Background: an optimization exercise with open tools, aiming at small area and a short achievable clock period. Do not read the settings as production practice.
The RTL was checked by simulation tests, not by an equivalence proof against the original design.
No activity file was given, so power comes from the tool's default toggle rates.

==> flow/design.v, too long to show whole: its modules and the start of the top module <==
// module iq_comp: 619 lines
// module iq_a21o: 3 lines
// module iq_a21oi: 3 lines
// module iq_a22o: 3 lines
// module iq_a22oi: 3 lines
// module iq_and2: 3 lines
// module iq_fa: 3 lines
// module iq_ha: 3 lines
// module iq_inv: 3 lines
// module iq_mux2: 3 lines
// module iq_mux2x2: 3 lines
// module iq_nand2: 3 lines
// module iq_nor2: 3 lines
// module iq_nor2b2: 3 lines
// module iq_nor3: 3 lines
// module iq_o21ai: 3 lines
// module iq_xnor2: 3 lines
// module iq_xor2: 3 lines
// module iq_benc: 9 lines
// module iq_bencn: 9 lines
// module iq_add13: 3 lines
module iq_comp (
	input clk, RESETn,
	input freeze_iqcomp,
	input [1:0] op_mode,
	input [3:0] Ix, Qx,
	input signed [12:0] Wr_in, Wj_in,
	output reg signed [3:0] Iy, Qy,
	output wire settled,
	output reg signed [12:0] Wr, Wj
);
  // ...
==> flow/flow/run.sh <==
#!/bin/bash
# Layout flow: the standard flow, with two changes:
#  - synthesis maps the RTL's leaf modules to the cells given in
#    flow/cells_map.v (via ORFS's SYNTH_CANONICALIZE_TCL hook);
#  - port buffers are buf_2 cells.
set -euo pipefail
here=$(pwd)
export SYNTH_CANONICALIZE_TCL="$here/flow/canon.tcl"
export BUFFER_PORTS_ARGS="-buffer_cell sky130_fd_sc_hd__buf_1"
bash standard.sh > "$here/standard.log" 2>&1
==> flow/flow/canon.tcl <==
# Sourced by ORFS's synthesis canonicalize step (SYNTH_CANONICALIZE_TCL):
# replaces the leaf modules of the RTL by their cell-level views in
# cells_map.v (same functions, as sky130 cells).
set here [file dirname [file normalize [info script]]]
set f [open [file join $here leaf_modules.txt] r]
set leaves [string trim [read $f]]
close $f
foreach m $leaves {
  delete =$m
}
read_verilog [file join $here cells_map.v]
hierarchy -check -top $::env(DESIGN_NAME)
==> flow/flow/cells_map.v <==
// Generated by gen/gen7.py: cell-level views of the leaf modules of rtl/iq_comp.v

module iq_a21o (input a, b, c, output y);
sky130_fd_sc_hd__a21o_1 g (.A1(a), .A2(b), .B1(c), .X(y));
endmodule

module iq_a21oi (input a, b, c, output y);
sky130_fd_sc_hd__a21oi_1 g (.A1(a), .A2(b), .B1(c), .Y(y));
endmodule

module iq_a22o (input a, b, c, d, output y);
sky130_fd_sc_hd__a22o_1 g (.A1(a), .A2(b), .B1(c), .B2(d), .X(y));
endmodule

module iq_a22oi (input a, b, c, d, output y);
sky130_fd_sc_hd__a22oi_1 g (.A1(a), .A2(b), .B1(c), .B2(d), .Y(y));
endmodule

module iq_and2 (input a, b, output y);
sky130_fd_sc_hd__and2_1 g (.A(a), .B(b), .X(y));
endmodule

module iq_fa (input a, b, c, output s, co);
sky130_fd_sc_hd__fa_1 g (.A(a), .B(b), .CIN(c), .SUM(s), .COUT(co));
endmodule

module iq_ha (input a, b, output s, co);
sky130_fd_sc_hd__ha_1 g (.A(a), .B(b), .SUM(s), .COUT(co));
endmodule

module iq_inv (input a, output y);
sky130_fd_sc_hd__inv_1 g (.A(a), .Y(y));
endmodule

module iq_mux2 (input a0, a1, s, output y);
sky130_fd_sc_hd__mux2_1 g (.A0(a0), .A1(a1), .S(s), .X(y));
endmodule

module iq_mux2x2 (input a0, a1, s, output y);
sky130_fd_sc_hd__mux2_2 g (.A0(a0), .A1(a1), .S(s), .X(y));
endmodule

module iq_nand2 (input a, b, output y);
sky130_fd_sc_hd__nand2_1 g (.A(a), .B(b), .Y(y));
endmodule

module iq_nor2 (input a, b, output y);
sky130_fd_sc_hd__nor2_1 g (.A(a), .B(b), .Y(y));
endmodule

module iq_nor2b2 (input a, bn, output y);
sky130_fd_sc_hd__nor2b_2 g (.A(a), .B_N(bn), .Y(y));
endmodule

module iq_nor3 (input a, b, c, output y);
sky130_fd_sc_hd__nor3_1 g (.A(a), .B(b), .C(c), .Y(y));
endmodule

module iq_o21ai (input a, b, c, output y);
sky130_fd_sc_hd__o21ai_0 g (.A1(a), .A2(b), .B1(c), .Y(y));
endmodule

module iq_xnor2 (input a, b, output y);
sky130_fd_sc_hd__xnor2_1 g (.A(a), .B(b), .Y(y));
endmodule

module iq_xor2 (input a, b, output y);
sky130_fd_sc_hd__xor2_1 g (.A(a), .B(b), .X(y));
endmodule

module iq_benc (input [3:0] I, output [5:0] e);
wire nI0, nI1, e1n, f;
sky130_fd_sc_hd__inv_1 g0 (.A(I[0]), .Y(nI0));
sky130_fd_sc_hd__inv_2 g1 (.A(nI0), .Y(e[0]));
sky130_fd_sc_hd__inv_1 g2 (.A(I[1]), .Y(nI1));
sky130_fd_sc_hd__nor2_2 g3 (.A(nI1), .B(I[0]), .Y(e[1]));
sky130_fd_sc_hd__inv_2 g4 (.A(nI1), .Y(e[2]));
sky130_fd_sc_hd__xnor2_1 g5 (.A(I[1]), .B(I[2]), .Y(e1n));
sky130_fd_sc_hd__inv_2 g6 (.A(e1n), .Y(e[3]));
sky130_fd_sc_hd__xor2_1 g7 (.A(I[3]), .B(I[2]), .X(f));
sky130_fd_sc_hd__nor2b_2 g8 (.A(f), .B_N(e1n), .Y(e[4]));
sky130_fd_sc_hd__inv_2 g9 (.A(I[3]), .Y(e[5]));
endmodule

module iq_bencn (input [3:0] I, output [5:0] e);
wire nI0, nI1, nI3, e1n, f;
sky130_fd_sc_hd__inv_1 g0 (.A(I[0]), .Y(nI0));
sky130_fd_sc_hd__inv_2 g1 (.A(nI0), .Y(e[0]));
sky130_fd_sc_hd__inv_1 g2 (.A(I[1]), .Y(nI1));
sky130_fd_sc_hd__nor2_2 g3 (.A(nI1), .B(I[0]), .Y(e[1]));
sky130_fd_sc_hd__inv_2 g4 (.A(I[1]), .Y(e[2]));
sky130_fd_sc_hd__xnor2_1 g5 (.A(I[1]), .B(I[2]), .Y(e1n));
sky130_fd_sc_hd__inv_2 g6 (.A(e1n), .Y(e[3]));
sky130_fd_sc_hd__xor2_1 g7 (.A(I[3]), .B(I[2]), .X(f));
sky130_fd_sc_hd__nor2b_2 g8 (.A(f), .B_N(e1n), .Y(e[4]));
sky130_fd_sc_hd__inv_1 g9 (.A(I[3]), .Y(nI3));
sky130_fd_sc_hd__inv_2 g10 (.A(nI3), .Y(e[5]));
endmodule



module iq_add13(A, B, s);
  input [12:0] A;
  wire [12:0] A;
  input [12:0] B;
  wire [12:0] B;
  output [12:0] s;
  wire [12:0] s;
  wire _00_;
  wire _01_;
  wire _02_;
  wire _03_;
  wire _04_;
  wire _05_;
  wire _06_;
  wire _07_;
  wire _08_;
  wire _09_;
  wire _10_;
  wire _11_;
  wire _12_;
  wire _13_;
  wire _14_;
  wire _15_;
  wire _16_;
  wire _17_;
  wire _18_;
  wire _19_;
  wire _20_;
  wire _21_;
  wire _22_;
  wire _23_;
  wire _24_;
  wire _25_;
  wire _26_;
  wire _27_;
  wire _28_;
  wire _29_;
  wire _30_;
  wire _31_;
  wire _32_;
  wire _33_;
  wire _34_;
  wire _35_;
  wire _36_;
  wire _37_;
  wire _38_;
  sky130_fd_sc_hd__nand2_1 _39_ (
    .A(A[0]),
    .B(B[0]),
    .Y(_00_)
  );
  sky130_fd_sc_hd__xor2_1 _40_ (
    .A(A[0]),
    .B(B[0]),
    .X(s[0])
  );
  sky130_fd_sc_hd__nor2_1 _41_ (
    .A(A[11]),
    .B(B[11]),
    .Y(_01_)
  );
  sky130_fd_sc_hd__nand2_1 _42_ (
    .A(A[11]),
    .B(B[11]),
    .Y(_02_)
  );
  sky130_fd_sc_hd__and2_0 _43_ (
    .A(A[10]),
    .B(B[10]),
    .X(_03_)
  );
  sky130_fd_sc_hd__nor2_1 _44_ (
    .A(A[10]),
    .B(B[10]),
    .Y(_04_)
  );
  sky130_fd_sc_hd__nor2_1 _45_ (
    .A(_03_),
    .B(_04_),
    .Y(_05_)
  );
  sky130_fd_sc_hd__nand2_1 _46_ (
    .A(A[9]),
    .B(B[9]),
    .Y(_06_)
  );
  sky130_fd_sc_hd__or2_0 _47_ (
    .A(A[9]),
    .B(B[9]),
    .X(_07_)
  );
  sky130_fd_sc_hd__nand2_1 _48_ (
    .A(A[8]),
    .B(B[8]),
    .Y(_08_)
  );
  sky130_fd_sc_hd__xnor2_1 _49_ (
    .A(A[8]),
    .B(B[8]),
    .Y(_09_)
  );
  sky130_fd_sc_hd__and2_0 _50_ (
    .A(A[7]),
    .B(B[7]),
    .X(_10_)
  );
  sky130_fd_sc_hd__nor2_1 _51_ (
    .A(A[7]),
    .B(B[7]),
    .Y(_11_)
  );
  sky130_fd_sc_hd__and2_0 _52_ (
    .A(A[6]),
    .B(B[6]),
    .X(_12_)
  );
  sky130_fd_sc_hd__nor2_1 _53_ (
    .A(A[6]),
    .B(B[6]),
    .Y(_13_)
  );
  sky130_fd_sc_hd__nor2_1 _54_ (
    .A(_12_),
    .B(_13_),
    .Y(_14_)
  );
  sky130_fd_sc_hd__nand2_1 _55_ (
    .A(A[1]),
    .B(B[1]),
    .Y(_15_)
  );
  sky130_fd_sc_hd__nor2_1 _56_ (
    .A(A[1]),
    .B(B[1]),
    .Y(_16_)
  );
  sky130_fd_sc_hd__xor2_1 _57_ (
    .A(A[1]),
    .B(B[1]),
    .X(_17_)
  );
  sky130_fd_sc_hd__o21ai_0 _58_ (
    .A1(_00_),
    .A2(_16_),
    .B1(_15_),
    .Y(_18_)
  );
  sky130_fd_sc_hd__xnor2_1 _59_ (
    .A(A[2]),
    .B(B[2]),
    .Y(_19_)
  );
  sky130_fd_sc_hd__maj3_1 _60_ (
    .A(A[2]),
    .B(B[2]),
    .C(_18_),
    .X(_20_)
  );
  sky130_fd_sc_hd__xnor2_1 _61_ (
    .A(A[3]),
    .B(B[3]),
    .Y(_21_)
  );
  sky130_fd_sc_hd__maj3_1 _62_ (
    .A(A[3]),
    .B(B[3]),
    .C(_20_),
    .X(_22_)
  );
  sky130_fd_sc_hd__xnor2_1 _63_ (
    .A(A[4]),
    .B(B[4]),
    .Y(_23_)
  );
  sky130_fd_sc_hd__maj3_1 _64_ (
    .A(A[4]),
    .B(B[4]),
    .C(_22_),
    .X(_24_)
  );
  sky130_fd_sc_hd__xnor2_1 _65_ (
    .A(A[5]),
    .B(B[5]),
    .Y(_25_)
  );
  sky130_fd_sc_hd__maj3_1 _66_ (
    .A(A[5]),
    .B(B[5]),
    .C(_24_),
    .X(_26_)
  );
  sky130_fd_sc_hd__a21o_1 _67_ (
    .A1(_14_),
    .A2(_26_),
    .B1(_12_),
    .X(_27_)
  );
  sky130_fd_sc_hd__a211oi_1 _68_ (
    .A1(_14_),
    .A2(_26_),
    .B1(_10_),
    .C1(_12_),
    .Y(_28_)
  );
  sky130_fd_sc_hd__nor2_1 _69_ (
    .A(_11_),
    .B(_28_),
    .Y(_29_)
  );
  sky130_fd_sc_hd__o31ai_1 _70_ (
    .A1(_09_),
    .A2(_11_),
    .A3(_28_),
    .B1(_08_),
    .Y(_30_)
  );
  sky130_fd_sc_hd__o311ai_0 _71_ (
    .A1(_09_),
    .A2(_11_),
    .A3(_28_),
    .B1(_08_),
    .C1(_06_),
    .Y(_31_)
  );
  sky130_fd_sc_hd__nand2_1 _72_ (
    .A(_07_),
    .B(_31_),
    .Y(_32_)
  );
  sky130_fd_sc_hd__a31oi_1 _73_ (
    .A1(_05_),
    .A2(_07_),
    .A3(_31_),
    .B1(_03_),
    .Y(_33_)
  );
  sky130_fd_sc_hd__o21ai_0 _74_ (
    .A1(_01_),
    .A2(_33_),
    .B1(_02_),
    .Y(_34_)
  );
  sky130_fd_sc_hd__xnor2_1 _75_ (
    .A(A[12]),
    .B(B[12]),
    .Y(_35_)
  );
  sky130_fd_sc_hd__xnor2_1 _76_ (
    .A(_34_),
    .B(_35_),
    .Y(s[12])
  );
  sky130_fd_sc_hd__nor2b_1 _77_ (
    .A(_01_),
    .B_N(_02_),
    .Y(_36_)
  );
  sky130_fd_sc_hd__xnor2_1 _78_ (
    .A(_33_),
    .B(_36_),
    .Y(s[11])
  );
  sky130_fd_sc_hd__xnor2_1 _79_ (
    .A(_05_),
    .B(_32_),
    .Y(s[10])
  );
  sky130_fd_sc_hd__nand2_1 _80_ (
    .A(_06_),
    .B(_07_),
    .Y(_37_)
  );
  sky130_fd_sc_hd__xnor2_1 _81_ (
    .A(_30_),
    .B(_37_),
    .Y(s[9])
  );
  sky130_fd_sc_hd__xnor2_1 _82_ (
    .A(_09_),
    .B(_29_),
    .Y(s[8])
  );
  sky130_fd_sc_hd__or2_0 _83_ (
    .A(_10_),
    .B(_11_),
    .X(_38_)
  );
  sky130_fd_sc_hd__xnor2_1 _84_ (
    .A(_27_),
    .B(_38_),
    .Y(s[7])
  );
  sky130_fd_sc_hd__xor2_1 _85_ (
    .A(_14_),
    .B(_26_),
    .X(s[6])
  );
  sky130_fd_sc_hd__xnor2_1 _86_ (
    .A(_24_),
    .B(_25_),
    .Y(s[5])
  );
  sky130_fd_sc_hd__xnor2_1 _87_ (
    .A(_22_),
    .B(_23_),
    .Y(s[4])
  );
  sky130_fd_sc_hd__xnor2_1 _88_ (
    .A(_20_),
    .B(_21_),
    .Y(s[3])
  );
  sky130_fd_sc_hd__xnor2_1 _89_ (
    .A(_18_),
    .B(_19_),
    .Y(s[2])
  );
  sky130_fd_sc_hd__xnor2_1 _90_ (
    .A(_00_),
    .B(_17_),
    .Y(s[1])
  );
endmodule
==> flow/flow/leaf_modules.txt <==
iq_a21o iq_a21oi iq_a22o iq_a22oi iq_and2 iq_fa iq_ha iq_inv iq_mux2 iq_mux2x2 iq_nand2 iq_nor2 iq_nor2b2 iq_nor3 iq_o21ai iq_xnor2 iq_xor2 iq_benc iq_bencn iq_add13
==> flow/standard.sh <==
#!/bin/bash
# synth_recipe.tcl (not shown) runs the flow's synth.tcl, then flattens the netlist and writes it again
# the make line also repeats each setting of config.mk as NAME=value (left out here)
make -C /OpenROAD-flow-scripts/flow DESIGN_CONFIG=/design/flow/config.mk WORK_HOME=/design/flow/orfs CLKGATE_MAP_FILE= SYNTH_SCRIPT=/design/flow/synth_recipe.tcl "${@:-finish}"
==> flow/config.mk <==
export PLATFORM = sky130hd
export DESIGN_NAME = iq_comp
export DESIGN_NICKNAME = iq_comp
export VERILOG_FILES = /design/flow/design.v
export SDC_FILE = /design/flow/constraint.sdc
export NUM_CORES = 4
export LEC_CHECK = 0
export CAP_MARGIN = 20
export CORE_MARGIN = 2
export CORE_UTILIZATION = 40
export CTS_BUF_LIST = sky130_fd_sc_hd__clkbuf_8
export SETUP_SLACK_MARGIN = 2.5
export SLEW_MARGIN = 20
export SYNTH_HIERARCHICAL = 1
export SYNTH_MINIMUM_KEEP_SIZE = 0
==> flow/constraint.sdc <==
create_clock -name core_clock -period 8.0 [get_ports {clk}]
set_input_delay 1.6000 -clock core_clock [delete_from_list [all_inputs] [get_ports {clk}]]
set_output_delay 1.6000 -clock core_clock [all_outputs]
set_load 0.01 [all_outputs]
==> flow_metrics.env, run 1 <==
export IMPL_yosysMostFrequentCell="xnor2_1"
export IMPL_period_share_pct=69.1
export IMPL_flops_and_latches=34
export IMPL_comb_power_mw=3.82
export IMPL_endpoint="Iy[0]$_DFF_P_"
export IMPL_crit_type="primary input to flop"
export IMPL_fin_skew_ns=0.0103
export IMPL_pg_seq_mw=0.345
export IMPL_antenna_cells=0
export IMPL_synth_xor_area_share_pct=23.4
export IMPL_clock_path_buffers=2
export IMPL_area_growth_syn_to_layout_pct=19.4
export IMPL_htree_levels=2
export IMPL_port_buffers=73
export IMPL_final_hold_viol_count=0
export IMPL_pwr_share_comb_pct=88.7
export IMPL_muxShareOfSynthArea_pct=5.55
export IMPL_path_max_fanout=8
export IMPL_biggestCellCategory="multi-input combinational cells"
export IMPL_boundaryPins=74
export IMPL_seqCellArea_um2=681
export IMPL_p_clk_share_pct=3.3
export IMPL_cts_sinks=34
export IMPL_p_sw_mw=2.13
export IMPL_synth_compound_area_share_pct=17.8
export IMPL_root_buffer="clkbuf_8"
export IMPL_ff2ff_path_depth=13
export IMPL_drc_errors=0
export IMPL_status="timing/DRC/antenna clean"
export IMPL_min_period_ns=5.53
export IMPL_grt_use_met2_pct=37.5
export IMPL_grt_util_met1_pct=31.1
export IMPL_hold_end="Wj[12]$_DFF_P_"
export IMPL_synth_seq_cells=34
export IMPL_ff2ff_setup_slack_ns=3.20
==> inputs of run 2 (changes only) <==
--- a/flow/design.v
+++ b/flow/design.v
@@ -378,211 +378,223 @@
 wire n390; iq_xnor2 u_n390 (.a(xi[3]), .b(n389), .y(n390));
 wire n391; iq_xor2 u_n391 (.a(n390), .b(n388), .y(n391));
-wire fs392, ft393; iq_fa u_fs392 (.a(xi[0]), .b(ta257), .c(ta258), .s(fs392), .co(ft393));
-wire fs394, ft395; iq_fa u_fs394 (.a(xi[1]), .b(ta259), .c(ta260), .s(fs394), .co(ft395));
-wire fs396, ft397; iq_fa u_fs396 (.a(xi[2]), .b(ta261), .c(ta262), .s(fs396), .co(ft397));
-wire n398; iq_xor2 u_n398 (.a(xi[3]), .b(n389), .y(n398));
-wire n399; iq_xor2 u_n399 (.a(fs394), .b(ft393), .y(n399));
-wire n400; iq_xor2 u_n400 (.a(fs396), .b(ft395), .y(n400));
-wire n401; iq_xor2 u_n401 (.a(n398), .b(ft397), .y(n401));
-wire n402; iq_nand2 u_n402 (.a(fs394), .b(ft393), .y(n402));
-wire n403; iq_nor2 u_n403 (.a(fs394), .b(ft393), .y(n403));
-wire n404; iq_nand2 u_n404 (.a(fs396), .b(ft395), .y(n404));
-wire n405; iq_nor2 u_n405 (.a(fs396), .b(ft395), .y(n405));
-wire n406; iq_inv u_n406 (.a(fs392), .y(n406));
-wire n407; iq_inv u_n407 (.a(n402), .y(n407));
-wire n408; iq_nor2 u_n408 (.a(n403), .b(n406), .y(n408));
-wire n409; iq_o21ai u_n409 (.a(n405), .b(n402), .c(n404), .y(n409));
-wire n410; iq_nor3 u_n410 (.a(n405), .b(n403), .c(n406), .y(n410));
-wire n411; iq_xor2 u_n411 (.a(fs392), .b(n373), .y(n411));
-wire n412; iq_and2 u_n412 (.a(fs392), .b(n373), .y(n412));
-wire n413; iq_xor2 u_n413 (.a(n399), .b(n412), .y(n413));
-wire n414; iq_a21o u_n414 (.a(n408), .b(n373), .c(n407), .y(n414));
-wire n415; iq_xor2 u_n415 (.a(n400), .b(n414), .y(n415));
-wire n416; iq_a21o u_n416 (.a(n410), .b(n373), .c(n409), .y(n416));
-wire n417; iq_xor2 u_n417 (.a(n401), .b(xi[3]), .y(n417));
-wire n418; iq_xor2 u_n418 (.a(n417), .b(n416), .y(n418));
-wire n419; iq_xor2 u_n419 (.a(n401), .b(n416), .y(n419));
-wire n420; iq_a21o u_n420 (.a(n391), .b(n418), .c(nselR), .y(n420));
-iq_mux2 u_Iy_d_0 (.a0(n411), .a1(Iy_d_s[0]), .s(n420), .y(Iy_d[0]));
-iq_mux2 u_Iy_d_1 (.a0(n413), .a1(Iy_d_s[1]), .s(n420), .y(Iy_d[1]));
-iq_mux2 u_Iy_d_2 (.a0(n415), .a1(Iy_d_s[2]), .s(n420), .y(Iy_d[2]));
-iq_mux2 u_Iy_d_3 (.a0(n419), .a1(Iy_d_s[3]), .s(n420), .y(Iy_d[3]));
-wire n421; iq_nand2 u_n421 (.a(n82), .b(tb311), .y(n421));
-wire n422; iq_nor2 u_n422 (.a(n82), .b(tb311), .y(n422));
-wire n423; iq_nand2 u_n423 (.a(tb312), .b(tb313), .y(n423));
-wire n424; iq_nor2 u_n424 (.a(tb312), .b(tb313), .y(n424));
-wire n425; iq_nand2 u_n425 (.a(tb314), .b(tb315), .y(n425));
-wire n426; iq_nor2 u_n426 (.a(tb314), .b(tb315), .y(n426));
-wire n427; iq_nand2 u_n427 (.a(tb316), .b(tb317), .y(n427));
-wire n428; iq_nor2 u_n428 (.a(tb316), .b(tb317), .y(n428));
-wire n429; iq_nand2 u_n429 (.a(tb318), .b(tb319), .y(n429));
-wire n430; iq_nor2 u_n430 (.a(tb318), .b(tb319), .y(n430));
-wire n431; iq_nand2 u_n431 (.a(tb320), .b(tb321), .y(n431));
-wire n432; iq_nor2 u_n432 (.a(tb320), .b(tb321), .y(n432));
-wire n433; iq_nand2 u_n433 (.a(tb322), .b(tb323), .y(n433));
-wire n434; iq_nor2 u_n434 (.a(tb322), .b(tb323), .y(n434));
-wire n435; iq_nand2 u_n435 (.a(tb324), .b(tb325), .y(n435));
-wire n436; iq_nor2 u_n436 (.a(tb324), .b(tb325), .y(n436));
-wire n437; iq_nand2 u_n437 (.a(tb326), .b(tb327), .y(n437));
-wire n438; iq_nor2 u_n438 (.a(tb326), .b(tb327), .y(n438));
-wire n439; iq_o21ai u_n439 (.a(n424), .b(n421), .c(n423), .y(n439));
-wire n440; iq_o21ai u_n440 (.a(n428), .b(n425), .c(n427), .y(n440));
-wire n441; iq_nor2 u_n441 (.a(n428), .b(n426), .y(n441));
-wire n442; iq_a21oi u_n442 (.a(n441), .b(n439), .c(n440), .y(n442));
-wire n443; iq_o21ai u_n443 (.a(n432), .b(n429), .c(n431), .y(n443));
-wire n444; iq_nor2 u_n444 (.a(n432), .b(n430), .y(n444));
-wire n445; iq_o21ai u_n445 (.a(n438), .b(n435), .c(n437), .y(n445));
-wire n446; iq_nor2 u_n446 (.a(n438), .b(n436), .y(n446));
-wire n447; iq_inv u_n447 (.a(n433), .y(n447));
-wire n448; iq_inv u_n448 (.a(n434), .y(n448));
-wire n449; iq_a21oi u_n449 (.a(n446), .b(n447), .c(n445), .y(n449));
-wire n450; iq_nand2 u_n450 (.a(n446), .b(n448), .y(n450));
-wire n451; iq_inv u_n451 (.a(n443), .y(n451));
-wire n452; iq_inv u_n452 (.a(n444), .y(n452));
-wire n453; iq_o21ai u_n453 (.a(n450), .b(n451), .c(n449), .y(n453));
-wire n454; iq_nor2 u_n454 (.a(n450), .b(n452), .y(n454));
-wire n455; iq_inv u_n455 (.a(n442), .y(n455));
-wire n456; iq_a21oi u_n456 (.a(n454), .b(n455), .c(n453), .y(n456));
-wire n457; iq_inv u_n457 (.a(n456), .y(n457));
-wire n458; iq_nand2 u_n458 (.a(tb328), .b(tb329), .y(n458));
-wire n459; iq_nor2 u_n459 (.a(tb328), .b(tb329), .y(n459));
-wire n460; iq_nand2 u_n460 (.a(tb330), .b(tb331), .y(n460));
-wire n461; iq_nor2 u_n461 (.a(tb330), .b(tb331), .y(n461));
-wire n462; iq_nand2 u_n462 (.a(tb332), .b(tb333), .y(n462));
-wire n463; iq_nor2 u_n463 (.a(tb332), .b(tb333), .y(n463));
-wire n464; iq_o21ai u_n464 (.a(n463), .b(n460), .c(n462), .y(n464));
-wire n465; iq_nor2 u_n465 (.a(n463), .b(n461), .y(n465));
-wire n466; iq_inv u_n466 (.a(n458), .y(n466));
-wire n467; iq_inv u_n467 (.a(n459), .y(n467));
-wire n468; iq_a21oi u_n468 (.a(n465), .b(n466), .c(n464), .y(n468));
-wire n469; iq_nand2 u_n469 (.a(n465), .b(n467), .y(n469));
-wire n470; iq_inv u_n470 (.a(n468), .y(n470));
-wire n471; iq_inv u_n471 (.a(n469), .y(n471));
-wire n472; iq_a21o u_n472 (.a(n471), .b(n457), .c(n470), .y(n472));
-wire n473; iq_xor2 u_n473 (.a(n336), .b(tb334), .y(n473));
-wire n474; iq_xnor2 u_n474 (.a(xq[3]), .b(n473), .y(n474));
-wire n475; iq_xor2 u_n475 (.a(n474), .b(n472), .y(n475));
-wire fs476, ft477; iq_fa u_fs476 (.a(xq[0]), .b(tb328), .c(tb329), .s(fs476), .co(ft477));
-wire fs478, ft479; iq_fa u_fs478 (.a(xq[1]), .b(tb330), .c(tb331), .s(fs478), .co(ft479));
-wire fs480, ft481; iq_fa u_fs480 (.a(xq[2]), .b(tb332), .c(tb333), .s(fs480), .co(ft481));
-wire n482; iq_xor2 u_n482 (.a(xq[3]), .b(n473), .y(n482));
-wire n483; iq_xor2 u_n483 (.a(fs478), .b(ft477), .y(n483));
-wire n484; iq_xor2 u_n484 (.a(fs480), .b(ft479), .y(n484));
-wire n485; iq_xor2 u_n485 (.a(n482), .b(ft481), .y(n485));
-wire n486; iq_nand2 u_n486 (.a(fs478), .b(ft477), .y(n486));
-wire n487; iq_nor2 u_n487 (.a(fs478), .b(ft477), .y(n487));
-wire n488; iq_nand2 u_n488 (.a(fs480), .b(ft479), .y(n488));
-wire n489; iq_nor2 u_n489 (.a(fs480), .b(ft479), .y(n489));
-wire n490; iq_inv u_n490 (.a(fs476), .y(n490));
-wire n491; iq_inv u_n491 (.a(n486), .y(n491));
-wire n492; iq_nor2 u_n492 (.a(n487), .b(n490), .y(n492));
-wire n493; iq_o21ai u_n493 (.a(n489), .b(n486), .c(n488), .y(n493));
-wire n494; iq_nor3 u_n494 (.a(n489), .b(n487), .c(n490), .y(n494));
-wire n495; iq_xor2 u_n495 (.a(fs476), .b(n457), .y(n495));
-wire n496; iq_and2 u_n496 (.a(fs476), .b(n457), .y(n496));
-wire n497; iq_xor2 u_n497 (.a(n483), .b(n496), .y(n497));
-wire n498; iq_a21o u_n498 (.a(n492), .b(n457), .c(n491), .y(n498));
-wire n499; iq_xor2 u_n499 (.a(n484), .b(n498), .y(n499));
-wire n500; iq_a21o u_n500 (.a(n494), .b(n457), .c(n493), .y(n500));
-wire n501; iq_xor2 u_n501 (.a(n485), .b(xq[3]), .y(n501));
-wire n502; iq_xor2 u_n502 (.a(n501), .b(n500), .y(n502));
-wire n503; iq_xor2 u_n503 (.a(n485), .b(n500), .y(n503));
-wire n504; iq_a21o u_n504 (.a(n475), .b(n502), .c(nselR), .y(n504));
-iq_mux2 u_Qy_d_0 (.a0(n495), .a1(Qy_d_s[0]), .s(n504), .y(Qy_d[0]));
-iq_mux2 u_Qy_d_1 (.a0(n497), .a1(Qy_d_s[1]), .s(n504), .y(Qy_d[1]));
-iq_mux2 u_Qy_d_2 (.a0(n499), .a1(Qy_d_s[2]), .s(n504), .y(Qy_d[2]));
-iq_mux2 u_Qy_d_3 (.a0(n503), .a1(Qy_d_s[3]), .s(n504), .y(Qy_d[3]));
+wire n392; iq_xor2 u_n392 (.a(ta257), .b(ta258), .y(n392));
+wire n393; iq_xor2 u_n393 (.a(n392), .b(xi[0]), .y(n393));
+wire n394; iq_maj3 u_n394 (.a(ta257), .b(ta258), .c(xi[0]), .y(n394));
+wire n395; iq_xor2 u_n395 (.a(ta259), .b(ta260), .y(n395));
+wire n396; iq_xor2 u_n396 (.a(n395), .b(xi[1]), .y(n396));
+wire n397; iq_maj3 u_n397 (.a(ta259), .b(ta260), .c(xi[1]), .y(n397));
+wire n398; iq_xor2 u_n398 (.a(ta261), .b(ta262), .y(n398));
+wire n399; iq_xor2 u_n399 (.a(n398), .b(xi[2]), .y(n399));
+wire n400; iq_maj3 u_n400 (.a(ta261), .b(ta262), .c(xi[2]), .y(n400));
+wire n401; iq_xor2 u_n401 (.a(xi[3]), .b(n389), .y(n401));
+wire n402; iq_xor2 u_n402 (.a(n396), .b(n394), .y(n402));
+wire n403; iq_xor2 u_n403 (.a(n399), .b(n397), .y(n403));
+wire n404; iq_xor2 u_n404 (.a(n401), .b(n400), .y(n404));
+wire n405; iq_nand2 u_n405 (.a(n396), .b(n394), .y(n405));
+wire n406; iq_nor2 u_n406 (.a(n396), .b(n394), .y(n406));
+wire n407; iq_nand2 u_n407 (.a(n399), .b(n397), .y(n407));
+wire n408; iq_nor2 u_n408 (.a(n399), .b(n397), .y(n408));
+wire n409; iq_inv u_n409 (.a(n393), .y(n409));
+wire n410; iq_inv u_n410 (.a(n405), .y(n410));
+wire n411; iq_nor2 u_n411 (.a(n406), .b(n409), .y(n411));
+wire n412; iq_o21ai u_n412 (.a(n408), .b(n405), .c(n407), .y(n412));
+wire n413; iq_nor3 u_n413 (.a(n408), .b(n406), .c(n409), .y(n413));
+wire n414; iq_xor2 u_n414 (.a(n393), .b(n373), .y(n414));
+wire n415; iq_and2 u_n415 (.a(n393), .b(n373), .y(n415));
+wire n416; iq_xor2 u_n416 (.a(n402), .b(n415), .y(n416));
+wire n417; iq_a21o u_n417 (.a(n411), .b(n373), .c(n410), .y(n417));
+wire n418; iq_xor2 u_n418 (.a(n403), .b(n417), .y(n418));
+wire n419; iq_a21o u_n419 (.a(n413), .b(n373), .c(n412), .y(n419));
+wire n420; iq_xor2 u_n420 (.a(n404), .b(xi[3]), .y(n420));
+wire n421; iq_xor2 u_n421 (.a(n420), .b(n419), .y(n421));
+wire n422; iq_xor2 u_n422 (.a(n404), .b(n419), .y(n422));
+wire n423; iq_a21o u_n423 (.a(n391), .b(n421), .c(nselR), .y(n423));
+iq_mux2 u_Iy_d_0 (.a0(n414), .a1(Iy_d_s[0]), .s(n423), .y(Iy_d[0]));
+iq_mux2 u_Iy_d_1 (.a0(n416), .a1(Iy_d_s[1]), .s(n423), .y(Iy_d[1]));
+iq_mux2 u_Iy_d_2 (.a0(n418), .a1(Iy_d_s[2]), .s(n423), .y(Iy_d[2]));
+iq_mux2 u_Iy_d_3 (.a0(n422), .a1(Iy_d_s[3]), .s(n423), .y(Iy_d[3]));
+wire n424; iq_nand2 u_n424 (.a(n82), .b(tb311), .y(n424));
+wire n425; iq_nor2 u_n425 (.a(n82), .b(tb311), .y(n425));
+wire n426; iq_nand2 u_n426 (.a(tb312), .b(tb313), .y(n426));
+wire n427; iq_nor2 u_n427 (.a(tb312), .b(tb313), .y(n427));
+wire n428; iq_nand2 u_n428 (.a(tb314), .b(tb315), .y(n428));
+wire n429; iq_nor2 u_n429 (.a(tb314), .b(tb315), .y(n429));
+wire n430; iq_nand2 u_n430 (.a(tb316), .b(tb317), .y(n430));
+wire n431; iq_nor2 u_n431 (.a(tb316), .b(tb317), .y(n431));
+wire n432; iq_nand2 u_n432 (.a(tb318), .b(tb319), .y(n432));
+wire n433; iq_nor2 u_n433 (.a(tb318), .b(tb319), .y(n433));
+wire n434; iq_nand2 u_n434 (.a(tb320), .b(tb321), .y(n434));
+wire n435; iq_nor2 u_n435 (.a(tb320), .b(tb321), .y(n435));
+wire n436; iq_nand2 u_n436 (.a(tb322), .b(tb323), .y(n436));
+wire n437; iq_nor2 u_n437 (.a(tb322), .b(tb323), .y(n437));
+wire n438; iq_nand2 u_n438 (.a(tb324), .b(tb325), .y(n438));
+wire n439; iq_nor2 u_n439 (.a(tb324), .b(tb325), .y(n439));
+wire n440; iq_nand2 u_n440 (.a(tb326), .b(tb327), .y(n440));
+wire n441; iq_nor2 u_n441 (.a(tb326), .b(tb327), .y(n441));
+wire n442; iq_o21ai u_n442 (.a(n427), .b(n424), .c(n426), .y(n442));
+wire n443; iq_o21ai u_n443 (.a(n431), .b(n428), .c(n430), .y(n443));
+wire n444; iq_nor2 u_n444 (.a(n431), .b(n429), .y(n444));
+wire n445; iq_a21oi u_n445 (.a(n444), .b(n442), .c(n443), .y(n445));
+wire n446; iq_o21ai u_n446 (.a(n435), .b(n432), .c(n434), .y(n446));
+wire n447; iq_nor2 u_n447 (.a(n435), .b(n433), .y(n447));
+wire n448; iq_o21ai u_n448 (.a(n441), .b(n438), .c(n440), .y(n448));
+wire n449; iq_nor2 u_n449 (.a(n441), .b(n439), .y(n449));
+wire n450; iq_inv u_n450 (.a(n436), .y(n450));
+wire n451; iq_inv u_n451 (.a(n437), .y(n451));
+wire n452; iq_a21oi u_n452 (.a(n449), .b(n450), .c(n448), .y(n452));
+wire n453; iq_nand2 u_n453 (.a(n449), .b(n451), .y(n453));
+wire n454; iq_inv u_n454 (.a(n446), .y(n454));
+wire n455; iq_inv u_n455 (.a(n447), .y(n455));
+wire n456; iq_o21ai u_n456 (.a(n453), .b(n454), .c(n452), .y(n456));
+wire n457; iq_nor2 u_n457 (.a(n453), .b(n455), .y(n457));
+wire n458; iq_inv u_n458 (.a(n445), .y(n458));
+wire n459; iq_a21oi u_n459 (.a(n457), .b(n458), .c(n456), .y(n459));
+wire n460; iq_inv u_n460 (.a(n459), .y(n460));
+wire n461; iq_nand2 u_n461 (.a(tb328), .b(tb329), .y(n461));
+wire n462; iq_nor2 u_n462 (.a(tb328), .b(tb329), .y(n462));
+wire n463; iq_nand2 u_n463 (.a(tb330), .b(tb331), .y(n463));
+wire n464; iq_nor2 u_n464 (.a(tb330), .b(tb331), .y(n464));
+wire n465; iq_nand2 u_n465 (.a(tb332), .b(tb333), .y(n465));
+wire n466; iq_nor2 u_n466 (.a(tb332), .b(tb333), .y(n466));
+wire n467; iq_o21ai u_n467 (.a(n466), .b(n463), .c(n465), .y(n467));
+wire n468; iq_nor2 u_n468 (.a(n466), .b(n464), .y(n468));
+wire n469; iq_inv u_n469 (.a(n461), .y(n469));
+wire n470; iq_inv u_n470 (.a(n462), .y(n470));
+wire n471; iq_a21oi u_n471 (.a(n468), .b(n469), .c(n467), .y(n471));
+wire n472; iq_nand2 u_n472 (.a(n468), .b(n470), .y(n472));
+wire n473; iq_inv u_n473 (.a(n471), .y(n473));
+wire n474; iq_inv u_n474 (.a(n472), .y(n474));
+wire n475; iq_a21o u_n475 (.a(n474), .b(n460), .c(n473), .y(n475));
+wire n476; iq_xor2 u_n476 (.a(n336), .b(tb334), .y(n476));
+wire n477; iq_xnor2 u_n477 (.a(xq[3]), .b(n476), .y(n477));
+wire n478; iq_xor2 u_n478 (.a(n477), .b(n475), .y(n478));
+wire n479; iq_xor2 u_n479 (.a(tb328), .b(tb329), .y(n479));
+wire n480; iq_xor2 u_n480 (.a(n479), .b(xq[0]), .y(n480));
+wire n481; iq_maj3 u_n481 (.a(tb328), .b(tb329), .c(xq[0]), .y(n481));
+wire n482; iq_xor2 u_n482 (.a(tb330), .b(tb331), .y(n482));
+wire n483; iq_xor2 u_n483 (.a(n482), .b(xq[1]), .y(n483));
+wire n484; iq_maj3 u_n484 (.a(tb330), .b(tb331), .c(xq[1]), .y(n484));
+wire n485; iq_xor2 u_n485 (.a(tb332), .b(tb333), .y(n485));
+wire n486; iq_xor2 u_n486 (.a(n485), .b(xq[2]), .y(n486));
+wire n487; iq_maj3 u_n487 (.a(tb332), .b(tb333), .c(xq[2]), .y(n487));
+wire n488; iq_xor2 u_n488 (.a(xq[3]), .b(n476), .y(n488));
+wire n489; iq_xor2 u_n489 (.a(n483), .b(n481), .y(n489));
+wire n490; iq_xor2 u_n490 (.a(n486), .b(n484), .y(n490));
+wire n491; iq_xor2 u_n491 (.a(n488), .b(n487), .y(n491));
+wire n492; iq_nand2 u_n492 (.a(n483), .b(n481), .y(n492));
+wire n493; iq_nor2 u_n493 (.a(n483), .b(n481), .y(n493));
+wire n494; iq_nand2 u_n494 (.a(n486), .b(n484), .y(n494));
+wire n495; iq_nor2 u_n495 (.a(n486), .b(n484), .y(n495));
+wire n496; iq_inv u_n496 (.a(n480), .y(n496));
+wire n497; iq_inv u_n497 (.a(n492), .y(n497));
+wire n498; iq_nor2 u_n498 (.a(n493), .b(n496), .y(n498));
+wire n499; iq_o21ai u_n499 (.a(n495), .b(n492), .c(n494), .y(n499));
+wire n500; iq_nor3 u_n500 (.a(n495), .b(n493), .c(n496), .y(n500));
+wire n501; iq_xor2 u_n501 (.a(n480), .b(n460), .y(n501));
+wire n502; iq_and2 u_n502 (.a(n480), .b(n460), .y(n502));
+wire n503; iq_xor2 u_n503 (.a(n489), .b(n502), .y(n503));
+wire n504; iq_a21o u_n504 (.a(n498), .b(n460), .c(n497), .y(n504));
+wire n505; iq_xor2 u_n505 (.a(n490), .b(n504), .y(n505));
+wire n506; iq_a21o u_n506 (.a(n500), .b(n460), .c(n499), .y(n506));
+wire n507; iq_xor2 u_n507 (.a(n491), .b(xq[3]), .y(n507));
+wire n508; iq_xor2 u_n508 (.a(n507), .b(n506), .y(n508));
+wire n509; iq_xor2 u_n509 (.a(n491), .b(n506), .y(n509));
+wire n510; iq_a21o u_n510 (.a(n478), .b(n508), .c(nselR), .y(n510));
+iq_mux2 u_Qy_d_0 (.a0(n501), .a1(Qy_d_s[0]), .s(n510), .y(Qy_d[0]));
+iq_mux2 u_Qy_d_1 (.a0(n503), .a1(Qy_d_s[1]), .s(n510), .y(Qy_d[1]));
+iq_mux2 u_Qy_d_2 (.a0(n505), .a1(Qy_d_s[2]), .s(n510), .y(Qy_d[2]));
+iq_mux2 u_Qy_d_3 (.a0(n509), .a1(Qy_d_s[3]), .s(n510), .y(Qy_d[3]));
 wire nbIy2 = ~Iy[2]; wire nbQy2 = ~Qy[2];
-wire n505; iq_and2 u_n505 (.a(Qy[0]), .b(Qy[1]), .y(n505));
-wire n506; iq_and2 u_n506 (.a(Qy[0]), .b(Qy[2]), .y(n506));
-wire n507; iq_and2 u_n507 (.a(Qy[1]), .b(Qy[2]), .y(n507));
-wire n508; iq_nand2 u_n508 (.a(Qy[0]), .b(Qy[3]), .y(n508));
-wire n509; iq_nand2 u_n509 (.a(Qy[1]), .b(Qy[3]), .y(n509));
-wire n510; iq_and2 u_n510 (.a(Qy[3]), .b(nbQy2), .y(n510));
-wire n511; iq_inv u_n511 (.a(Iy[0]), .y(n511));
-wire n512; iq_inv u_n512 (.a(Iy[1]), .y(n512));
-wire n513; iq_nand2 u_n513 (.a(Iy[0]), .b(Iy[1]), .y(n513));
-wire n514; iq_nand2 u_n514 (.a(Iy[0]), .b(Iy[2]), .y(n514));
-wire n515; iq_inv u_n515 (.a(Iy[2]), .y(n515));
-wire n516; iq_nand2 u_n516 (.a(Iy[1]), .b(Iy[2]), .y(n516));
-wire n517; iq_and2 u_n517 (.a(Iy[0]), .b(Iy[3]), .y(n517));
-wire n518; iq_and2 u_n518 (.a(Iy[1]), .b(Iy[3]), .y(n518));
-wire n519; iq_nand2 u_n519 (.a(Iy[3]), .b(nbIy2), .y(n519));
-wire n520; iq_xnor2 u_n520 (.a(Wr[4]), .b(Qy[2]), .y(n520));
-wire n521; iq_nor2 u_n521 (.a(Wr[4]), .b(Qy[2]), .y(n521));
-wire n522; iq_inv u_n522 (.a(n521), .y(n522));
-wire n523; iq_xnor2 u_n523 (.a(Wr[2]), .b(Qy[1]), .y(n523));
-wire n524; iq_nor2 u_n524 (.a(Wr[2]), .b(Qy[1]), .y(n524));
-wire n525; iq_inv u_n525 (.a(n524), .y(n525));
-wire n526; iq_inv u_n526 (.a(Wr[3]), .y(n526));
-wire tr527, tr528; iq_fa u_tr527 (.a(n507), .b(n508), .c(n515), .s(tr527), .co(tr528));
-wire tr529, tr530; iq_ha u_tr529 (.a(n516), .b(n517), .s(tr529), .co(tr530));
-wire tr531, tr532; iq_fa u_tr531 (.a(Wr[5]), .b(n509), .c(n518), .s(tr531), .co(tr532));
-wire n533; iq_inv u_n533 (.a(Wr[6]), .y(n533));
-wire n534; iq_inv u_n534 (.a(Wr[0]), .y(n534));
-wire tr535, tr536; iq_ha u_tr535 (.a(n505), .b(n512), .s(tr535), .co(tr536));
-wire tr537, tr538; iq_fa u_tr537 (.a(n526), .b(n506), .c(n514), .s(tr537), .co(tr538));
-wire tr539, tr540; iq_fa u_tr539 (.a(Wr[3]), .b(n520), .c(tr529), .s(tr539), .co(tr540));
-wire tr541, tr542; iq_fa u_tr541 (.a(n522), .b(tr530), .c(tr528), .s(tr541), .co(tr542));
-wire tr543, tr544; iq_fa u_tr543 (.a(n533), .b(n510), .c(n519), .s(tr543), .co(tr544));
-wire tr545, tr546; iq_ha u_tr545 (.a(n534), .b(Qy[0]), .s(tr545), .co(tr546));
-wire n547; iq_xnor2 u_n547 (.a(Wr[1]), .b(Wr[0]), .y(n547));
-wire n548; iq_nor2 u_n548 (.a(Wr[1]), .b(Wr[0]), .y(n548));
-wire n549; iq_inv u_n549 (.a(n548), .y(n549));
-wire tr550, tr551; iq_fa u_tr550 (.a(n513), .b(n523), .c(tr535), .s(tr550), .co(tr551));
-wire tr552, tr553; iq_fa u_tr552 (.a(n525), .b(tr536), .c(tr537), .s(tr552), .co(tr553));
-wire tr554, tr555; iq_fa u_tr554 (.a(tr538), .b(tr527), .c(tr539), .s(tr554), .co(tr555));
-wire tr556, tr557; iq_fa u_tr556 (.a(tr531), .b(tr540), .c(tr541), .s(tr556), .co(tr557));
-wire tr558, tr559; iq_fa u_tr558 (.a(tr532), .b(tr543), .c(tr542), .s(tr558), .co(tr559));
-wire tr560, tr561; iq_fa u_tr560 (.a(Wr[7]), .b(Wr[6]), .c(tr544), .s(tr560), .co(tr561));
-wire n562; iq_inv u_n562 (.a(Wr[8]), .y(n562));
-wire n563; iq_inv u_n563 (.a(Wr[9]), .y(n563));
-wire n564; iq_inv u_n564 (.a(Wr[10]), .y(n564));
-wire n565; iq_inv u_n565 (.a(Wr[11]), .y(n565));
-wire n566; iq_inv u_n566 (.a(Wr[12]), .y(n566));
-wire n567; iq_nand2 u_n567 (.a(Iy[0]), .b(Qy[0]), .y(n567));
-wire n568; iq_nand2 u_n568 (.a(Iy[0]), .b(Qy[1]), .y(n568));
-wire n569; iq_nand2 u_n569 (.a(Iy[0]), .b(Qy[2]), .y(n569));
-wire n570; iq_and2 u_n570 (.a(Iy[0]), .b(Qy[3]), .y(n570));
-wire n571; iq_nand2 u_n571 (.a(Iy[1]), .b(Qy[0]), .y(n571));
-wire n572; iq_nand2 u_n572 (.a(Iy[1]), .b(Qy[1]), .y(n572));
-wire n573; iq_nand2 u_n573 (.a(Iy[1]), .b(Qy[2]), .y(n573));
-wire n574; iq_and2 u_n574 (.a(Iy[1]), .b(Qy[3]), .y(n574));
-wire n575; iq_nand2 u_n575 (.a(Iy[2]), .b(Qy[0]), .y(n575));
-wire n576; iq_nand2 u_n576 (.a(Iy[2]), .b(Qy[1]), .y(n576));
-wire n577; iq_nand2 u_n577 (.a(Iy[2]), .b(Qy[2]), .y(n577));
-wire n578; iq_and2 u_n578 (.a(Iy[2]), .b(Qy[3]), .y(n578));
-wire n579; iq_and2 u_n579 (.a(Iy[3]), .b(Qy[0]), .y(n579));
-wire n580; iq_and2 u_n580 (.a(Iy[3]), .b(Qy[1]), .y(n580));
-wire n581; iq_and2 u_n581 (.a(Iy[3]), .b(Qy[2]), .y(n581));
-wire n582; iq_nand2 u_n582 (.a(Iy[3]), .b(Qy[3]), .y(n582));
-wire n583; iq_inv u_n583 (.a(Wj[3]), .y(n583));
-wire n584; iq_xnor2 u_n584 (.a(Wj[4]), .b(n570), .y(n584));
-wire n585; iq_nor2 u_n585 (.a(Wj[4]), .b(n570), .y(n585));
-wire n586; iq_inv u_n586 (.a(n585), .y(n586));
-wire tj587, tj588; iq_ha u_tj587 (.a(n573), .b(n576), .s(tj587), .co(tj588));
-wire tj589, tj590; iq_fa u_tj589 (.a(Wj[5]), .b(n574), .c(n577), .s(tj589), .co(tj590));
-wire n591; iq_inv u_n591 (.a(Wj[2]), .y(n591));
-wire tj592, tj593; iq_fa u_tj592 (.a(n583), .b(n569), .c(n572), .s(tj592), .co(tj593));
-wire tj594, tj595; iq_fa u_tj594 (.a(Wj[3]), .b(n579), .c(n584), .s(tj594), .co(tj595));
-wire tj596, tj597; iq_fa u_tj596 (.a(n580), .b(n586), .c(tj588), .s(tj596), .co(tj597));
-wire tj598, tj599; iq_fa u_tj598 (.a(Wj[6]), .b(n578), .c(n581), .s(tj598), .co(tj599));
-wire n600; iq_inv u_n600 (.a(Wj[1]), .y(n600));
-wire tj601, tj602; iq_fa u_tj601 (.a(n591), .b(n568), .c(n571), .s(tj601), .co(tj602));
-wire tj603, tj604; iq_fa u_tj603 (.a(Wj[2]), .b(n575), .c(tj592), .s(tj603), .co(tj604));
-wire tj605, tj606; iq_fa u_tj605 (.a(tj587), .b(tj593), .c(tj594), .s(tj605), .co(tj606));
-wire tj607, tj608; iq_fa u_tj607 (.a(tj589), .b(tj595), .c(tj596), .s(tj607), .co(tj608));
-wire tj609, tj610; iq_fa u_tj609 (.a(tj590), .b(tj598), .c(tj597), .s(tj609), .co(tj610));
-wire tj611, tj612; iq_fa u_tj611 (.a(Wj[7]), .b(n582), .c(tj599), .s(tj611), .co(tj612));
-wire n613; iq_inv u_n613 (.a(Wj[8]), .y(n613));
-wire n614; iq_inv u_n614 (.a(Wj[9]), .y(n614));
-wire n615; iq_inv u_n615 (.a(Wj[10]), .y(n615));
-wire n616; iq_inv u_n616 (.a(Wj[11]), .y(n616));
-wire n617; iq_inv u_n617 (.a(Wj[12]), .y(n617));
+wire n511; iq_and2 u_n511 (.a(Qy[0]), .b(Qy[1]), .y(n511));
+wire n512; iq_and2 u_n512 (.a(Qy[0]), .b(Qy[2]), .y(n512));
+wire n513; iq_and2 u_n513 (.a(Qy[1]), .b(Qy[2]), .y(n513));
+wire n514; iq_nand2 u_n514 (.a(Qy[0]), .b(Qy[3]), .y(n514));
+wire n515; iq_nand2 u_n515 (.a(Qy[1]), .b(Qy[3]), .y(n515));
+wire n516; iq_and2 u_n516 (.a(Qy[3]), .b(nbQy2), .y(n516));
+wire n517; iq_inv u_n517 (.a(Iy[0]), .y(n517));
+wire n518; iq_inv u_n518 (.a(Iy[1]), .y(n518));
+wire n519; iq_nand2 u_n519 (.a(Iy[0]), .b(Iy[1]), .y(n519));
+wire n520; iq_nand2 u_n520 (.a(Iy[0]), .b(Iy[2]), .y(n520));
+wire n521; iq_inv u_n521 (.a(Iy[2]), .y(n521));
+wire n522; iq_nand2 u_n522 (.a(Iy[1]), .b(Iy[2]), .y(n522));
+wire n523; iq_and2 u_n523 (.a(Iy[0]), .b(Iy[3]), .y(n523));
+wire n524; iq_and2 u_n524 (.a(Iy[1]), .b(Iy[3]), .y(n524));
+wire n525; iq_nand2 u_n525 (.a(Iy[3]), .b(nbIy2), .y(n525));
+wire n526; iq_xnor2 u_n526 (.a(Wr[4]), .b(Qy[2]), .y(n526));
+wire n527; iq_nor2 u_n527 (.a(Wr[4]), .b(Qy[2]), .y(n527));
+wire n528; iq_inv u_n528 (.a(n527), .y(n528));
+wire n529; iq_xnor2 u_n529 (.a(Wr[2]), .b(Qy[1]), .y(n529));
+wire n530; iq_nor2 u_n530 (.a(Wr[2]), .b(Qy[1]), .y(n530));
+wire n531; iq_inv u_n531 (.a(n530), .y(n531));
+wire n532; iq_inv u_n532 (.a(Wr[3]), .y(n532));
+wire tr533, tr534; iq_fa u_tr533 (.a(n513), .b(n514), .c(n521), .s(tr533), .co(tr534));
+wire tr535, tr536; iq_ha u_tr535 (.a(n522), .b(n523), .s(tr535), .co(tr536));
+wire tr537, tr538; iq_fa u_tr537 (.a(Wr[5]), .b(n515), .c(n524), .s(tr537), .co(tr538));
+wire n539; iq_inv u_n539 (.a(Wr[6]), .y(n539));
+wire n540; iq_inv u_n540 (.a(Wr[0]), .y(n540));
+wire tr541, tr542; iq_ha u_tr541 (.a(n511), .b(n518), .s(tr541), .co(tr542));
+wire tr543, tr544; iq_fa u_tr543 (.a(n532), .b(n512), .c(n520), .s(tr543), .co(tr544));
+wire tr545, tr546; iq_fa u_tr545 (.a(Wr[3]), .b(n526), .c(tr535), .s(tr545), .co(tr546));
+wire tr547, tr548; iq_fa u_tr547 (.a(n528), .b(tr536), .c(tr534), .s(tr547), .co(tr548));
+wire tr549, tr550; iq_fa u_tr549 (.a(n539), .b(n516), .c(n525), .s(tr549), .co(tr550));
+wire tr551, tr552; iq_ha u_tr551 (.a(n540), .b(Qy[0]), .s(tr551), .co(tr552));
+wire n553; iq_xnor2 u_n553 (.a(Wr[1]), .b(Wr[0]), .y(n553));
+wire n554; iq_nor2 u_n554 (.a(Wr[1]), .b(Wr[0]), .y(n554));
+wire n555; iq_inv u_n555 (.a(n554), .y(n555));
+wire tr556, tr557; iq_fa u_tr556 (.a(n519), .b(n529), .c(tr541), .s(tr556), .co(tr557));
+wire tr558, tr559; iq_fa u_tr558 (.a(n531), .b(tr542), .c(tr543), .s(tr558), .co(tr559));
+wire tr560, tr561; iq_fa u_tr560 (.a(tr544), .b(tr533), .c(tr545), .s(tr560), .co(tr561));
+wire tr562, tr563; iq_fa u_tr562 (.a(tr537), .b(tr546), .c(tr547), .s(tr562), .co(tr563));
+wire tr564, tr565; iq_fa u_tr564 (.a(tr538), .b(tr549), .c(tr548), .s(tr564), .co(tr565));
+wire tr566, tr567; iq_fa u_tr566 (.a(Wr[7]), .b(Wr[6]), .c(tr550), .s(tr566), .co(tr567));
+wire n568; iq_inv u_n568 (.a(Wr[8]), .y(n568));
+wire n569; iq_inv u_n569 (.a(Wr[9]), .y(n569));
+wire n570; iq_inv u_n570 (.a(Wr[10]), .y(n570));
+wire n571; iq_inv u_n571 (.a(Wr[11]), .y(n571));
+wire n572; iq_inv u_n572 (.a(Wr[12]), .y(n572));
+wire n573; iq_nand2 u_n573 (.a(Iy[0]), .b(Qy[0]), .y(n573));
+wire n574; iq_nand2 u_n574 (.a(Iy[0]), .b(Qy[1]), .y(n574));
+wire n575; iq_nand2 u_n575 (.a(Iy[0]), .b(Qy[2]), .y(n575));
+wire n576; iq_and2 u_n576 (.a(Iy[0]), .b(Qy[3]), .y(n576));
+wire n577; iq_nand2 u_n577 (.a(Iy[1]), .b(Qy[0]), .y(n577));
+wire n578; iq_nand2 u_n578 (.a(Iy[1]), .b(Qy[1]), .y(n578));
+wire n579; iq_nand2 u_n579 (.a(Iy[1]), .b(Qy[2]), .y(n579));
+wire n580; iq_and2 u_n580 (.a(Iy[1]), .b(Qy[3]), .y(n580));
+wire n581; iq_nand2 u_n581 (.a(Iy[2]), .b(Qy[0]), .y(n581));
+wire n582; iq_nand2 u_n582 (.a(Iy[2]), .b(Qy[1]), .y(n582));
+wire n583; iq_nand2 u_n583 (.a(Iy[2]), .b(Qy[2]), .y(n583));
+wire n584; iq_and2 u_n584 (.a(Iy[2]), .b(Qy[3]), .y(n584));
+wire n585; iq_and2 u_n585 (.a(Iy[3]), .b(Qy[0]), .y(n585));
+wire n586; iq_and2 u_n586 (.a(Iy[3]), .b(Qy[1]), .y(n586));
+wire n587; iq_and2 u_n587 (.a(Iy[3]), .b(Qy[2]), .y(n587));
+wire n588; iq_nand2 u_n588 (.a(Iy[3]), .b(Qy[3]), .y(n588));
+wire n589; iq_inv u_n589 (.a(Wj[3]), .y(n589));
+wire n590; iq_xnor2 u_n590 (.a(Wj[4]), .b(n576), .y(n590));
+wire n591; iq_nor2 u_n591 (.a(Wj[4]), .b(n576), .y(n591));
+wire n592; iq_inv u_n592 (.a(n591), .y(n592));
+wire tj593, tj594; iq_ha u_tj593 (.a(n579), .b(n582), .s(tj593), .co(tj594));
+wire tj595, tj596; iq_fa u_tj595 (.a(Wj[5]), .b(n580), .c(n583), .s(tj595), .co(tj596));
+wire n597; iq_inv u_n597 (.a(Wj[2]), .y(n597));
+wire tj598, tj599; iq_fa u_tj598 (.a(n589), .b(n575), .c(n578), .s(tj598), .co(tj599));
+wire tj600, tj601; iq_fa u_tj600 (.a(Wj[3]), .b(n585), .c(n590), .s(tj600), .co(tj601));
+wire tj602, tj603; iq_fa u_tj602 (.a(n586), .b(n592), .c(tj594), .s(tj602), .co(tj603));
+wire tj604, tj605; iq_fa u_tj604 (.a(Wj[6]), .b(n584), .c(n587), .s(tj604), .co(tj605));
+wire n606; iq_inv u_n606 (.a(Wj[1]), .y(n606));
+wire tj607, tj608; iq_fa u_tj607 (.a(n597), .b(n574), .c(n577), .s(tj607), .co(tj608));
+wire tj609, tj610; iq_fa u_tj609 (.a(Wj[2]), .b(n581), .c(tj598), .s(tj609), .co(tj610));
+wire tj611, tj612; iq_fa u_tj611 (.a(tj593), .b(tj599), .c(tj600), .s(tj611), .co(tj612));
+wire tj613, tj614; iq_fa u_tj613 (.a(tj595), .b(tj601), .c(tj602), .s(tj613), .co(tj614));
+wire tj615, tj616; iq_fa u_tj615 (.a(tj596), .b(tj604), .c(tj603), .s(tj615), .co(tj616));
+wire tj617, tj618; iq_fa u_tj617 (.a(Wj[7]), .b(n588), .c(tj605), .s(tj617), .co(tj618));
+wire n619; iq_inv u_n619 (.a(Wj[8]), .y(n619));
+wire n620; iq_inv u_n620 (.a(Wj[9]), .y(n620));
+wire n621; iq_inv u_n621 (.a(Wj[10]), .y(n621));
+wire n622; iq_inv u_n622 (.a(Wj[11]), .y(n622));
+wire n623; iq_inv u_n623 (.a(Wj[12]), .y(n623));
 wire [12:0] Wr_d, Wj_d;
 wire kn = keep & ~upd;
 wire [12:0] Sr, Sj;
-iq_add13 u_add_r (.A({Wr[11], Wr[10], Wr[9], Wr[8], n562, tr560, tr558, tr555, tr553, tr551, n549, n547, n511}), .B({n566, n565, n564, n563, tr561, tr559, tr557, tr556, tr554, tr552, tr550, tr546, tr545}), .s(Sr));
-iq_add13 u_add_j (.A({Wj[11], Wj[10], Wj[9], Wj[8], n613, tj611, tj609, tj606, tj604, tj602, Wj[1], n600, Wj[0]}), .B({n617, n616, n615, n614, tj612, tj610, tj608, tj607, tj605, tj603, tj601, n567, 1'b0}), .s(Sj));
+iq_add13 u_add_r (.A({Wr[11], Wr[10], Wr[9], Wr[8], n568, tr566, tr564, tr561, tr559, tr557, n555, n553, n517}), .B({n572, n571, n570, n569, tr567, tr565, tr563, tr562, tr560, tr558, tr556, tr552, tr551}), .s(Sr));
+iq_add13 u_add_j (.A({Wj[11], Wj[10], Wj[9], Wj[8], n619, tj617, tj615, tj612, tj610, tj608, Wj[1], n606, Wj[0]}), .B({n623, n622, n621, n620, tj618, tj616, tj614, tj613, tj611, tj609, tj607, n573, 1'b0}), .s(Sj));
 iq_a22o u_Wr_d_0 (.a(upd), .b(Sr[0]), .c(kn), .d(ur[0]), .y(Wr_d[0]));
 iq_a22o u_Wj_d_0 (.a(upd), .b(Sj[0]), .c(kn), .d(uj[0]), .y(Wj_d[0]));
@@ -642,4 +654,7 @@
 assign y = ~a;
 endmodule
+module iq_maj3 (input a, b, c, output y);
+assign y = (a & b) | (a & c) | (b & c);
+endmodule
 module iq_mux2 (input a0, a1, s, output y);
 assign y = s ? a1 : a0;
--- a/flow/flow/cells_map.v
+++ b/flow/flow/cells_map.v
@@ -1,3 +1,3 @@
-// Generated by gen/gen7.py: cell-level views of the leaf modules of rtl/iq_comp.v
+// Generated by gen/gen8.py: cell-level views of the leaf modules of rtl/iq_comp.v
 
 module iq_a21o (input a, b, c, output y);
@@ -33,4 +33,8 @@
 endmodule
 
+module iq_maj3 (input a, b, c, output y);
+sky130_fd_sc_hd__maj3_1 g (.A(a), .B(b), .C(c), .X(y));
+endmodule
+
 module iq_mux2 (input a0, a1, s, output y);
 sky130_fd_sc_hd__mux2_1 g (.A0(a0), .A1(a1), .S(s), .X(y));
@@ -72,13 +76,13 @@
 wire nI0, nI1, e1n, f;
 sky130_fd_sc_hd__inv_1 g0 (.A(I[0]), .Y(nI0));
-sky130_fd_sc_hd__inv_2 g1 (.A(nI0), .Y(e[0]));
+sky130_fd_sc_hd__inv_4 g1 (.A(nI0), .Y(e[0]));
 sky130_fd_sc_hd__inv_1 g2 (.A(I[1]), .Y(nI1));
-sky130_fd_sc_hd__nor2_2 g3 (.A(nI1), .B(I[0]), .Y(e[1]));
-sky130_fd_sc_hd__inv_2 g4 (.A(nI1), .Y(e[2]));
+sky130_fd_sc_hd__nor2_4 g3 (.A(nI1), .B(I[0]), .Y(e[1]));
+sky130_fd_sc_hd__inv_4 g4 (.A(nI1), .Y(e[2]));
 sky130_fd_sc_hd__xnor2_1 g5 (.A(I[1]), .B(I[2]), .Y(e1n));
-sky130_fd_sc_hd__inv_2 g6 (.A(e1n), .Y(e[3]));
+sky130_fd_sc_hd__inv_4 g6 (.A(e1n), .Y(e[3]));
 sky130_fd_sc_hd__xor2_1 g7 (.A(I[3]), .B(I[2]), .X(f));
-sky130_fd_sc_hd__nor2b_2 g8 (.A(f), .B_N(e1n), .Y(e[4]));
-sky130_fd_sc_hd__inv_2 g9 (.A(I[3]), .Y(e[5]));
+sky130_fd_sc_hd__nor2b_4 g8 (.A(f), .B_N(e1n), .Y(e[4]));
+sky130_fd_sc_hd__inv_4 g9 (.A(I[3]), .Y(e[5]));
 endmodule
 
@@ -86,14 +90,14 @@
 wire nI0, nI1, nI3, e1n, f;
 sky130_fd_sc_hd__inv_1 g0 (.A(I[0]), .Y(nI0));
-sky130_fd_sc_hd__inv_2 g1 (.A(nI0), .Y(e[0]));
+sky130_fd_sc_hd__inv_4 g1 (.A(nI0), .Y(e[0]));
 sky130_fd_sc_hd__inv_1 g2 (.A(I[1]), .Y(nI1));
-sky130_fd_sc_hd__nor2_2 g3 (.A(nI1), .B(I[0]), .Y(e[1]));
-sky130_fd_sc_hd__inv_2 g4 (.A(I[1]), .Y(e[2]));
+sky130_fd_sc_hd__nor2_4 g3 (.A(nI1), .B(I[0]), .Y(e[1]));
+sky130_fd_sc_hd__inv_4 g4 (.A(I[1]), .Y(e[2]));
 sky130_fd_sc_hd__xnor2_1 g5 (.A(I[1]), .B(I[2]), .Y(e1n));
-sky130_fd_sc_hd__inv_2 g6 (.A(e1n), .Y(e[3]));
+sky130_fd_sc_hd__inv_4 g6 (.A(e1n), .Y(e[3]));
 sky130_fd_sc_hd__xor2_1 g7 (.A(I[3]), .B(I[2]), .X(f));
-sky130_fd_sc_hd__nor2b_2 g8 (.A(f), .B_N(e1n), .Y(e[4]));
+sky130_fd_sc_hd__nor2b_4 g8 (.A(f), .B_N(e1n), .Y(e[4]));
 sky130_fd_sc_hd__inv_1 g9 (.A(I[3]), .Y(nI3));
-sky130_fd_sc_hd__inv_2 g10 (.A(nI3), .Y(e[5]));
+sky130_fd_sc_hd__inv_4 g10 (.A(nI3), .Y(e[5]));
 endmodule
 
==> flow/flow/leaf_modules.txt (replaced) <==
iq_a21o iq_a21oi iq_a22o iq_a22oi iq_and2 iq_fa iq_ha iq_inv iq_maj3 iq_mux2 iq_mux2x2 iq_nand2 iq_nor2 iq_nor2b2 iq_nor3 iq_o21ai iq_xnor2 iq_xor2 iq_benc iq_bencn iq_add13
--- a/flow/config.mk
+++ b/flow/config.mk
@@ -8,7 +8,7 @@
 export CAP_MARGIN = 20
 export CORE_MARGIN = 2
-export CORE_UTILIZATION = 40
+export CORE_UTILIZATION = 65
 export CTS_BUF_LIST = sky130_fd_sc_hd__clkbuf_8
-export SETUP_SLACK_MARGIN = 2.5
+export SETUP_SLACK_MARGIN = 2.0
 export SLEW_MARGIN = 20
 export SYNTH_HIERARCHICAL = 1
==> run 2 against run 1 <==
Net effect:
- die area is 36% lower
- non-clock buffer count decreased by 26
- flip-flop and latch count stayed put
- setup slack got worse by 0.27 ns
- first-iteration DRC count decreased by 9.5%
- power fell by 6.6%
- cell count shrank 9.3%
- routed wire length down 7.3%
==> flow_metrics.env, run 2 <==
export IMPL_synth_simple_gate_area_share_pct=12.2
export IMPL_critPathCaptureType="flop"
export IMPL_period_share_pct=72.4
export IMPL_antenna_cells=0
export IMPL_synth_xor_area_share_pct=24.4
export IMPL_boundaryPins=74
export IMPL_synth_largest_area_cell="fa_1"
export IMPL_clkLatencyLatePin_ns=0.29
export IMPL_crit_type="primary input to flop"
export IMPL_ff2ff_path_depth=13
export IMPL_fin_skew_ns=0.0112
export IMPL_root_buffer="clkbuf_8"
export IMPL_leakagePower_nw=3.07
export IMPL_min_period_ns=5.80
export IMPL_yosysMostFrequentCell="xnor2_1"
export IMPL_vias_per_cell=6.04
export IMPL_synth_compound_area_share_pct=17.5
export IMPL_synth_seq_cells=34
export IMPL_port_buffers=73
export IMPL_status="timing/DRC/antenna clean"
export IMPL_drc_errors=0
export IMPL_instances_no_fill=1021
export IMPL_grt_max_degree=27
export IMPL_cts_sinks=34
export IMPL_path_max_fanout=13
export IMPL_clock_path_buffers=2
export IMPL_cts_made_buffers=5
export IMPL_hp_start="Wj[0]$_DFF_P_"
export IMPL_hold_slack_ns=0.703
export IMPL_final_hold_viol_count=0
export IMPL_htree_levels=2
export IMPL_muxShareOfSynthArea_pct=5.45
export IMPL_seqCellArea_um2=681
export IMPL_maxSlewHeadroom_pct=31.9
## run 2: worst paths after layout
path / to / slack (ns)
worst max-delay path: Iy[1]$_DFF_P_ / 2.20
worst min-delay path: Wj[0]$_DFF_P_ / 0.70
worst max register to register: Wr[12]$_DFF_P_ / 3.19
worst min register to register: Wj[0]$_DFF_P_ / 0.70
## run 2: per-module statistics from Yosys (local to each module, per instance), excerpt
| module | flops+latches | cell area (um2) | times used | cells inside |
|---|---|---|---|---|
| iq_o21ai | 0 | 5.00 | 14 | 1 |
| iq_ha | 0 | 12.5 | 28 | 1 |
| iq_maj3 | 0 | 10.0 | 6 | 1 |
| iq_nor2 | 0 | 3.75 | 42 | 1 |
| iq_a22o | 0 | 8.76 | 26 | 1 |
| iq_benc | 0 | 75.1 | 3 | 10 |
| iq_mux2 | 0 | 11.3 | 8 | 1 |
| iq_mux2x2 | 0 | 11.3 | 26 | 1 |
## run 2: final cells by class
cell class	count	area share (%)
tap	136	2.21
clock buffer	6	1.07
inverter	78	4.33
clock inverter	2	0.114
sequential	34	8.86
multi-input combinational	683	78.6
timing repair buffer	82	4.79
## run 2: critical path: stages
cell,delay (ns)
buf_1,0.12
nor2b_4,0.18
buf_12,0.15
mux2_2,0.43
a22oi_1,0.24
xnor2_1,0.16
ha_1,0.27
fa_1,0.45
fa_1,0.58
xor2_1,0.20
xor2_1,0.28
nand2_1,0.11
o21ai_0,0.21
a21o_1,0.16
xor2_1,0.19
a21o_1,0.24
mux2_1,0.36
## run 2: per-stage QoR
| step | util [%] | area (um2) | power [mW] |
|---|---|---|---|
| after floorplan | - | 7030 | 3.08 |
| final | 73.8 | 7680 | 4.02 |
| after global routing | 73.8 | 7680 | 4.43 |
| after CTS | 72.6 | 7560 | 3.93 |
| after detailed placement | 71.6 | 7460 | 3.76 |
| after global placement | 71.6 | 7460 | 3.64 |
## run 2: cell families (layout without fill, tap and decap cells)
group / count (synthesis) / after routing
and+or+nand+nor: 178 / 178
DFF: 34 / 34
muxes: 34 / 34
AOI/OAI and AO/OA: 165 / 165
xor gates and xnor gates: 196 / 196
other: 1 / 2
adders and majority gates: 108 / 108
buffers and inverters: 80 / 168
## run 2: repair_timing
action / in CTS / in global routing
setup endpoints to repair: 8 / 8
pin swaps: 0 / 2
buffers inserted: 0 / 8
gates resized for setup: 2 / 10
## run 2: report_power, final
part	internal, mW	switching [mW]	total (mW)
combinational	1.59	1.95	3.54
clock	0.0683	0.0664	0.135
sequential	0.228	0.114	0.341
## run 2: per-layer routing
| metal | global-route usage, % | part of all wire, % | vias to the layer above |
|---|---|---|---|
| met2 | 60.5 | 50 | 229 |
| met5 | 0 | 0 | - |
| met4 | 11.3 | 2.2 | 0 |
| met1 | 41.9 | 42 | 3037 |
| met3 | 4.40 | 6.0 | 34 |
| li1 | - | - | 2869 |

what the ideal ports hide:
No port has a modelled driver above. Below, the same layouts with a new extraction and two added sets of constraints.
Step 1 sets driving cells, clkbuf_16 on the clock port and buf_2 on the other inputs (assumed; they add their load-dependent delay and slew).
Step 2 times the ports against the registers' clock, not the clock port: input delays grow and output delays shrink by t, the midpoint of the rising clock arrivals with the driver on.
Slacks: ideal / step 1 / step 2; pairs: ideal / step 1.
run | t (ns) | setup WS [ns]
run 1 | 0.332 | 2.472 / 2.461 / 2.129
run 2 | 0.324 | 2.204 / 2.219 / 1.896
After both steps every run listed still meets setup and hold.
